Background: an optimization exercise with open tools, aiming at small area and a short achievable clock period. Do not read the settings as production practice.
RTL that was checked went through simulation tests only; none was proved equivalent to the original.
Power is estimated from default activity; no workload was simulated.

P:
// ula
module ula(
    input clk14,			 
	 input reset,			 
    input [15:0] a,		 
    input [7:0] din,		 
	 output [7:0] dout,	 
    input mreq_n,			 
    input iorq_n,			 
    input rd_n,			 
    input wr_n,			 
	 input rfsh_n,			 
	 output clkcpu,		 
	 output msk_int_n,	 
    output [13:0] va,	  
	 input [7:0] vramdout, 
	 output [7:0] vramdin, 
    output vramoe,		 
    output vramcs,		  
    output vramwe,		 
    input ear,				   
    output mic,			    
    output spk,            
	 output [7:0] kbrows,    
    input [4:0] kbcolumns,	 
    output r,				
    output g,				 
    output b,				 
    output i,				 
	 output [7:0] rgbulaplus,	 
	 output ulaplus_enabled,	 
    output csync,			
    output hsync,
    output vsync
    );
Size: ~2100 cells after synthesis, roughly 110 I/O pins, about 28000 µm² of cells after synthesis.
export LEC_CHECK = 0
export CAP_MARGIN = 20
export CORE_MARGIN = 2
export CORE_UTILIZATION = 40
export PLACE_DENSITY = 0.6
export SETUP_SLACK_MARGIN = 4.6
export SLEW_MARGIN = 20
export TNS_END_PERCENT = 100
create_clock -name core_clock -period 10.0 [get_ports {clk14}]
standard.sh (not shown) runs the stock make flow with config.mk's settings and CLKGATE_MAP_FILE= SYNTH_SCRIPT=/design/flow/synth_recipe.tcl, a recipe that flattens the netlist after the stock synthesis.
==> flow/flow/run.sh <==
#!/bin/bash
# Layout flow: the standard flow (standard.sh, ORFS) with three changes
# made through ORFS's own variables:
#  - ports are buffered with sky130_fd_sc_hd__buf_1 rather than the delay
#    buffer buffer_ports picks by default;
#  - clock tree synthesis uses clkbuf_16 sink clusters and no dummy loads;
#  - everything else as in the standard flow (synthesis unchanged).
# Each step's full output goes to a log file in this folder.
set -euo pipefail
export BUFFER_PORTS_ARGS="-buffer_cell sky130_fd_sc_hd__buf_1"
export CTS_ARGS="-sink_clustering_enable -repair_clock_nets -dont_use_dummy_load -buf_list sky130_fd_sc_hd__clkbuf_16 -sink_clustering_size 24 -sink_clustering_max_diameter 70"
bash standard.sh synth > synth.log 2>&1
bash standard.sh floorplan > floorplan.log 2>&1
bash standard.sh place > place.log 2>&1
bash standard.sh cts > cts.log 2>&1
bash standard.sh route > route.log 2>&1
bash standard.sh finish > finish.log 2>&1
P: flow completed, timing, DRC and antenna clean
Edits applied to the flow inputs when going from P to Q:
Settings: a change of TNS_END_PERCENT from 100 to 10.
[summary]
- Q: PASS, flow complete, no timing, DRC or antenna violations
- Per the comparison of Q with P, post-CTS setup buffer count went down; design internal power did not really move.
- Q and P ended up with roughly the same wire length.
- The final reports for Q and P show data arrival time of the worst path higher in the former.
- P and Q ended up with nearly the same via count of the first global-routing pass.
- Sort P and Q by sequential share of layout area, descending, and Q comes first.
- Post-route total power: P vs Q — no meaningful difference
No run of this note included a check of the RTL's function; only the layout flow was run.


ula, a different RTL version from the one above (not shown whole).
Size in the first run: about 2000 cells after synthesis, ~640 flip-flops, roughly 110 I/O pins, about 27000 um2 of cells after synthesis.
Settings: LEC_CHECK=0, CAP_MARGIN=20, CORE_MARGIN=2, CORE_UTILIZATION=40, PLACE_DENSITY=0.6, SETUP_SLACK_MARGIN=5, SLEW_MARGIN=20, SYNTH_HIERARCHICAL=1, TNS_END_PERCENT=10; clock period 10.0 ns.
Scripts as last shown in full above: flow/flow/run.sh
The starting point finished with timing, DRC and antenna clean.
Edit:
Settings changed: SETUP_SLACK_MARGIN 5 to 4.6, SYNTH_HIERARCHICAL 1 to default.
Effect: Cell count grows by 1.3%; sequential cell count stays the same; via count grows by 7.0%; fmax grows by 5.9%; register-to-register slack gains 0.31 ns.


ula, a different RTL version from the one above (not shown whole).
Size in the first run: roughly 660 flip-flops, roughly 110 I/O pins, ~27000 µm² of cells after synthesis.
export LEC_CHECK = 0
export CAP_MARGIN = 20
export CORE_MARGIN = 2
export CORE_UTILIZATION = 50
export PLACE_DENSITY = 0.65
export SETUP_SLACK_MARGIN = 4.6
export SLEW_MARGIN = 20
export SYNTH_HIERARCHICAL = 1
export SYNTH_MINIMUM_KEEP_SIZE = 0
export TNS_END_PERCENT = 100
create_clock -name core_clock -period 10.0 [get_ports {clk14}]
Scripts as last shown in full above: flow/flow/run.sh
The starting point went through all stages and came out clean.
Edit:
--- a/flow/config.mk
+++ b/flow/config.mk
@@ -10,2 +10,2 @@
-export CORE_UTILIZATION = 50
-export PLACE_DENSITY = 0.65
+export CORE_UTILIZATION = 40
+export PLACE_DENSITY = 0.6
Core utilization decreases by 11 points.
Wire length barely changes.
Critical path depth decreases by 7.
Non-clock buffer count increases by 5.
Global-route usage decreases by 5.4 points.
Total power decreases by 0.71%.

-- port drivers added, routing unchanged --
Ports are ideal in the flow. The routed layouts listed here were re-timed in OpenROAD. Step 1: set_driving_cell puts a clkbuf_16 on clk14 and a buf_2 on each other input, an assumption about the parent block. Step 2 times the ports against the registers' clock, not the clock port: input delays grow and output delays shrink by t, the midpoint of the rising clock arrivals with the driver on. Three values: no drivers, after step 1, after step 2; two values: the first two.
| run | t (ns) | setup WS [ns] | hold slack, ns | slew at the worst register clock pin (ns) |
|---|---|---|---|---|
| P | 0.629 | 4.336 / 4.310 / 4.039 | 0.469 / 0.469 / 0.469 | 0.10 / 0.10 |
| Q | 0.627 | 4.301 / 4.271 / 3.749 | 0.471 / 0.471 / 0.471 | 0.10 / 0.10 |
| the first run of note 2 | 0.640 | 3.983 / 4.012 / 3.371 | 0.466 / 0.466 / 0.466 | 0.10 / 0.10 |
| the second run of note 2 | 0.637 | 4.318 / 4.352 / 3.715 | 0.466 / 0.466 / 0.466 | 0.10 / 0.10 |
| the first run of note 3 | 0.643 | 4.599 / 4.634 / 4.000 | 0.474 / 0.474 / 0.474 | 0.10 / 0.10 |
| the second run of note 3 | 0.622 | 4.609 / 4.587 / 4.113 | 0.458 / 0.458 / 0.458 | 0.10 / 0.10 |
After both steps every run listed still meets setup and hold. For the first run of note 2, which loses most, drivers alone change the setup slack by +0.029 ns; drivers and shift together by -0.612 ns.
